What follows belongs to an exercise in optimizing a design on an open flow for small area, a short achievable clock period and few clock cycles; a production flow would make more cautious choices.
Where RTL was checked, it was by simulation tests only, not by an equivalence proof against the original.

red:
==> flow/design.v (excerpt) <==
module FFT16_stream (
	input             i_clk,
	input             i_rst,
	input             i_valid,
	input      [15:0] i_re,
	input      [15:0] i_im,
	output            o_ready,
	output reg        o_valid,
	output reg [15:0] o_re,
	output reg [15:0] o_im
);
clock: 10.0 ns
lec_check: 0
cap_margin: 20
core_margin: 2
core_utilization: 70
cts_cluster_diameter: 80
cts_cluster_size: 25
place_density: 0.8
setup_slack_margin: 5
slew_margin: 20
standard.sh (not shown) runs the stock make flow with config.mk's settings and CLKGATE_MAP_FILE= SYNTH_SCRIPT=/design/flow/synth_recipe.tcl, a recipe that flattens the netlist after the stock synthesis.
==> flow/flow/run.sh <==
#!/bin/bash
# standard flow with a larger setup-slack margin for timing repair
sed 's/SETUP_SLACK_MARGIN=5 /SETUP_SLACK_MARGIN=6.7 /' standard.sh > standard_m.sh
bash standard_m.sh > flow.log 2>&1
Setup changes, red to blue
diff --git a/flow/design.v b/flow/design.v
--- a/flow/design.v
+++ b/flow/design.v
@@ -1,15 +1,14 @@
-module addsk #(parameter W = 16) (
+module addsk #(parameter W = 16, L = 4) (    
 	input  [W-1:0] a,
 	input  [W-1:0] b,
 	input          ci,
 	output [W-1:0] s
 );
-	localparam L = $clog2(W);
 	wire [W-1:0] p = a ^ b;
 	wire [W-1:0] g = a & b;
 	wire [W-1:0] gg [0:L];
 	wire [W-1:0] pp [0:L];
 	assign gg[0] = {g[W-1:1], g[0] | (p[0] & ci)};
 	assign pp[0] = {p[W-1:1], 1'b0};
 	genvar l, i;
 	generate for (l = 1; l <= L; l = l + 1) begin : lv
@@ -22,17 +21,17 @@
 				assign gg[l][i] = gg[l-1][i];
 				assign pp[l][i] = pp[l-1][i];
 			end
 		end
 	end endgenerate
 	assign s = p ^ {gg[L][W-2:0], ci};
 endmodule
 module add16 (input [15:0] a, input [15:0] b, input ci, output [15:0] s);
-	addsk #(.W(16)) u (.a(a), .b(b), .ci(ci), .s(s));
+	addsk #(.W(16), .L(4)) u (.a(a), .b(b), .ci(ci), .s(s));
 endmodule
 module FFT16_stream (
 	input             i_clk,
 	input             i_rst,
 	input             i_valid,
 	input      [15:0] i_re,
 	input      [15:0] i_im,
 	output            o_ready,
@@ -189,29 +188,18 @@
 module cmul_p (input [15:0] a, input b5, input id, output [23:0] p, output [17:0] a3);
 	wire [23:0] x  = {{8{a[15]}}, a};
 	wire [23:0] m1 = id ? 24'd0 : (b5 ? (x << 6) : (x << 4));
 	wire [23:0] m2 = (b5 & ~id) ? (x << 3) : 24'd0;
 	wire [7:0]  bias = {8{a[15] & ~id}};
 	wire [23:0] r0 = {a, bias};
 	wire [23:0] cs = r0 ^ ~m1 ^ ~m2;
 	wire [23:0] cc = (r0 & ~m1) | (r0 & ~m2) | (~m1 & ~m2);
-	addsk #(.W(24)) u_p (.a(cs), .b({cc[22:0], 1'b1}), .ci(1'b1), .s(p));
-	addsk #(.W(18)) u_3 (.a({{2{a[15]}}, a}), .b({a[15], a, 1'b0}), .ci(1'b0), .s(a3));
-endmodule
-module cmul_q (input [23:0] p, input [17:0] a3, input id, output [15:0] q);
-	wire [23:0] t = id ? 24'd0 : {{6{a3[17]}}, a3};
-	wire [23:0] f = p - t;
-	assign q = f[23:8];
-endmodule
-module cmul_62 (input [15:0] a, input [17:0] a3, output [15:0] q);
-	wire [23:0] x  = {{8{a[15]}}, a};
-	wire [23:0] x3 = {{6{a3[17]}}, a3};
-	wire [23:0] f  = (x3 << 5) + (x << 1) + {16'd0, {8{a[15]}}};
-	assign q = f[23:8];
+	addsk #(.W(24), .L(5)) u_p (.a(cs), .b({cc[22:0], 1'b1}), .ci(1'b1), .s(p));
+	addsk #(.W(18), .L(5)) u_3 (.a({{2{a[15]}}, a}), .b({a[15], a, 1'b0}), .ci(1'b0), .s(a3));
 endmodule
 module tw2 (
 	input             i_clk,
 	input             i_rst,
 	input             i_v,
 	input      [15:0] i_re,
 	input      [15:0] i_im,
 	output reg        o_v,
@@ -304,17 +292,17 @@
 	wire       ntn = i_vn & qn[0] & (kn[1:0] != 2'd0);    
 	wire [2:0] k   = {q[1], q[2], q[3]};
 	wire       x1  = q[0];
 	wire       nt  = i_v & x1 & (k[1:0] != 2'd0);
 	reg  [15:0] e_op;
 	reg         e_b5;
 	always @(posedge i_clk) begin
 		e_op <= ntn ? i_ren : i_im;
-		e_b5 <= ntn ? (kn[1:0] == 2'd2) : e_b5;
+		e_b5 <= ntn ? (kn[1:0] == 2'd2) : (k[1:0] == 2'd2);
 	end
 	wire [23:0] ep;
 	wire [17:0] e3;
 	cmul_p u_p (.a(e_op), .b5(e_b5), .id(1'b0), .p(ep), .a3(e3));
 	wire [9:0]  l62 = {2'b0, e3[2:0], 5'd0} + {2'b0, e_op[6:0], 1'b0} + {2'b0, {8{e_op[15]}}};
 	reg  [15:0] f_p;
 	reg  [14:0] f_3;      
 	reg  [8:0]  f_a;      
@@ -329,17 +317,17 @@
 	end
 	wire [15:0] t_hi = {{6{f_3[14]}}, f_3[14:5]};      
 	wire [15:0] t_62 = {f_3[14], f_3};                  
 	wire [15:0] a_62 = {{7{f_a[8]}}, f_a};              
 	reg  [15:0] g_a, g_b;
 	wire [15:0] qa, qb;
 	wire [15:0] bs = t_62 ^ a_62 ^ {14'd0, f_c};
 	wire [15:0] bc = (t_62 & a_62) | (t_62 & {14'd0, f_c}) | (a_62 & {14'd0, f_c});
-	addsk #(.W(16)) u_qb (.a(bs), .b({bc[14:0], 1'b0}), .ci(1'b0), .s(qb));
+	addsk #(.W(16), .L(4)) u_qb (.a(bs), .b({bc[14:0], 1'b0}), .ci(1'b0), .s(qb));
 	add16 u_qa (.a(f_p), .b(~t_hi), .ci(~f_b), .s(qa));
 	always @(posedge i_clk) begin
 		g_a <= qa;
 		g_b <= qb;
 	end
 	reg  [15:0] p1_re, p1_im, p2_re, p2_im;
 	reg  [2:0]  a_k, b_k;
 	reg         a_nt, b_nt, a_x1, b_x1;
[summary]
Multi-input combinational cell count (lower): red. Comparing routed wire length for red and blue, the smaller number came from red. Number of buffer and inverter instances along the worst setup path (higher): red. Clock skew across red and blue: no real change. The worst setup path startpoint comes out o_re[9]$_DFF_P_ in one run and u_tw2.o_v$_DFF_PP0_ in the other, namely in blue and red respectively. Fmax | blue vs red | blue faster. Summary of blue over red: post-synthesis to final-layout area growth now sits lower; via count now sits higher; non-filler instance count after layout now sits higher. Against red, blue reports a slew at the pin with the worst max-slew slack that is higher. Taking blue over red, the number of gates resized after cts ratio works out to 0.64. Comparing red and blue, the higher sum of met3 wire segment lengths after detailed routing was measured on red.
Testbench counts of blue, summed over its fixed seeds: cycles 3,360.
Function not checked in red: the RTL went through the layout flow alone.

---

Setup of the previous run:
Another version of the RTL of FFT16_stream (not shown whole).
For scale: roughly 56000 µm² of cells after synthesis.
==> module tw2, before the edit <==
module tw2 (
	input             i_clk,
	input             i_rst,
	input             i_v,
	input      [15:0] i_re,
	input      [15:0] i_im,
	output reg        o_v,
	output reg [15:0] o_re,
	output reg [15:0] o_im,
	output reg        o_nr
);
	reg [3:0] q;
	reg       a_v, b_v;
	always @(posedge i_clk or posedge i_rst) begin
		if (i_rst) begin
			q   <= 4'd0;
			a_v <= 1'b0;
			b_v <= 1'b0;
			o_v <= 1'b0;
		end else begin
			if (i_v) q <= q + 4'd1;
			a_v <= i_v;
			b_v <= a_v;
			o_v <= b_v;
		end
	end
	wire [1:0]  k = q[1] ? {q[2], q[3]} : 2'd0;    
	wire [23:0] rp, ip;
	wire [17:0] r3, i3;
	cmul_p u_rp (.a(i_re), .b5(1'b1), .id(1'b0), .p(rp), .a3(r3));
	cmul_p u_ip (.a(i_im), .b5(1'b1), .id(1'b0), .p(ip), .a3(i3));
	wire        pass = ~k[0];
	reg  [1:0]  a_k, b_k;
	reg  [15:0] a_rp, a_ip;
	reg  [9:0]  a_r3, a_i3;
	reg         a_rb, a_ib;
	always @(posedge i_clk) begin
		a_k  <= k;
		a_rp <= pass ? i_re : rp[23:8];
		a_ip <= pass ? i_im : ip[23:8];
		a_r3 <= pass ? 10'd0 : r3[17:8];
		a_i3 <= pass ? 10'd0 : i3[17:8];
		a_rb <= ~pass & (rp[7:0] < r3[7:0]);
		a_ib <= ~pass & (ip[7:0] < i3[7:0]);
	end
	wire [15:0] mr, mi;
	add16 u_mr (.a(a_rp), .b(~{{6{a_r3[9]}}, a_r3}), .ci(~a_rb), .s(mr));
	add16 u_mi (.a(a_ip), .b(~{{6{a_i3[9]}}, a_i3}), .ci(~a_ib), .s(mi));
	reg  [15:0] b_re, b_im;
	always @(posedge i_clk) begin
		b_k  <= a_k;
		b_re <= mr;
		b_im <= mi;
	end
	wire [15:0] msum, mdif;
	add16 u_ms (.a(b_re), .b(b_im),  .ci(1'b0), .s(msum));
	add16 u_md (.a(b_re), .b(~b_im), .ci(1'b1), .s(mdif));
	always @(posedge i_clk) begin
		case (b_k)
			2'd1: begin o_re <= mdif;  o_im <= msum; o_nr <= 1'b0; end
			2'd2: begin o_re <= ~b_im; o_im <= b_re; o_nr <= 1'b1; end
			2'd3: begin o_re <= ~msum; o_im <= mdif; o_nr <= 1'b1; end
			default: begin o_re <= b_re; o_im <= b_im; o_nr <= 1'b0; end
		endcase
	end
endmodule
clock: 10.0 ns
lec_check: 0
cap_margin: 5
core_margin: 2
core_utilization: 70
cts_cluster_diameter: 80
cts_cluster_size: 25
place_density: 0.8
setup_slack_margin: 5
slew_margin: 5
Scripts as last shown in full above: flow/flow/run.sh
In summary, the previous run completed successfully, with a layout that passed the timing, DRC and antenna checks.
#### Input delta (the current run over the previous run)
-- flow/design.v --
<<< the previous run, line 228
	cmul_p u_rp (.a(i_re), .b5(1'b1), .id(1'b0), .p(rp), .a3(r3));
	cmul_p u_ip (.a(i_im), .b5(1'b1), .id(1'b0), .p(ip), .a3(i3));
	wire        pass = ~k[0];
	reg  [1:0]  a_k, b_k;
	reg  [15:0] a_rp, a_ip;
	reg  [9:0]  a_r3, a_i3;
	reg         a_rb, a_ib;
	always @(posedge i_clk) begin
		a_k  <= k;
		a_rp <= pass ? i_re : rp[23:8];
		a_ip <= pass ? i_im : ip[23:8];
		a_r3 <= pass ? 10'd0 : r3[17:8];
		a_i3 <= pass ? 10'd0 : i3[17:8];
		a_rb <= ~pass & (rp[7:0] < r3[7:0]);
		a_ib <= ~pass & (ip[7:0] < i3[7:0]);
	end
	wire [15:0] mr, mi;
>>> the current run, line 228
	cmul_p u_rp (.a(i_re), .b5(1'b1), .id(1'b0), .p(rp), .a3(r3));
	cmul_p u_ip (.a(i_im), .b5(1'b1), .id(1'b0), .p(ip), .a3(i3));
	reg  [1:0]  a_k, b_k;
	reg  [15:0] a_rp, a_ip, a_re, a_im;
	reg  [9:0]  a_r3, a_i3;
	reg         a_rb, a_ib;
	always @(posedge i_clk) begin
		a_k  <= k;
		a_rp <= rp[23:8];  a_r3 <= r3[17:8];  a_rb <= (rp[7:0] < r3[7:0]);  a_re <= i_re;
		a_ip <= ip[23:8];  a_i3 <= i3[17:8];  a_ib <= (ip[7:0] < i3[7:0]);  a_im <= i_im;
	end
	wire [15:0] mr, mi;
<<< the previous run, line 248
	always @(posedge i_clk) begin
		b_k  <= a_k;
		b_re <= mr;
		b_im <= mi;
	end
	wire [15:0] msum, mdif;
>>> the current run, line 243
	always @(posedge i_clk) begin
		b_k  <= a_k;
		b_re <= a_k[0] ? mr : a_re;
		b_im <= a_k[0] ? mi : a_im;
	end
	wire [15:0] msum, mdif;
Results
Worst setup margin: the previous run and the current run compared, higher one is the current run
Synthesized instance count essentially unchanged between the previous run and the current run.
Buffer share of cell area (lower): the current run
Sort the previous run and the current run by pre-CTS setup slack asc -> top: the previous run
Taking the previous run as the reference point, the clock-buffer cell count of the current run falls by 5.
The current run vs the previous run, instance count: the current run higher
Diff the previous run..the current run | number of nets at the end of the flow | negligible
The global-route usage was comparable across the previous run and the current run.
Fill cell instance count of the final layout sits higher in the current run than in the previous run.
Testbench counts of the current run, summed over its fixed seeds: cycles 3,360.
Function not checked in the previous run: the RTL went through the layout flow alone.

==> separate check: timing with driven ports <==
Ports are ideal in the flow. The routed layouts listed here were re-timed in OpenROAD. Step 1 sets driving cells, clkbuf_16 on the clock port and buf_2 on the other inputs (assumed; they add their load-dependent delay and slew). Step 2 also shifts input and output timing later by t, the mid clock arrival at the registers, as if the neighbouring blocks saw the same clock. a / b / c = ideal ports / drivers / drivers and shift; a / b = the first two.
| run | t, ns | slack for setup (ns) | hold slack, ns | worst setup path after step 2 | cell pins on the clock port's net |
|---|---|---|---|---|---|
| red | 0.693 | 6.591 / 6.591 / 6.396 | 0.305 / 0.305 / 0.305 | input to register | 1 |
| blue | 0.708 | 6.713 / 6.642 / 6.361 | 0.318 / 0.318 / 0.318 | input to register | 1 |
| the previous run | 0.705 | 6.469 / 6.469 / 6.453 | 0.305 / 0.305 / 0.305 | input to register | 1 |
| the current run | 0.706 | 6.716 / 6.645 / 6.363 | 0.319 / 0.319 / 0.319 | input to register | 1 |
After both steps every run listed still meets setup and hold. For the current run, which loses most, drivers alone change the setup slack by -0.071 ns; drivers and shift together by -0.353 ns.
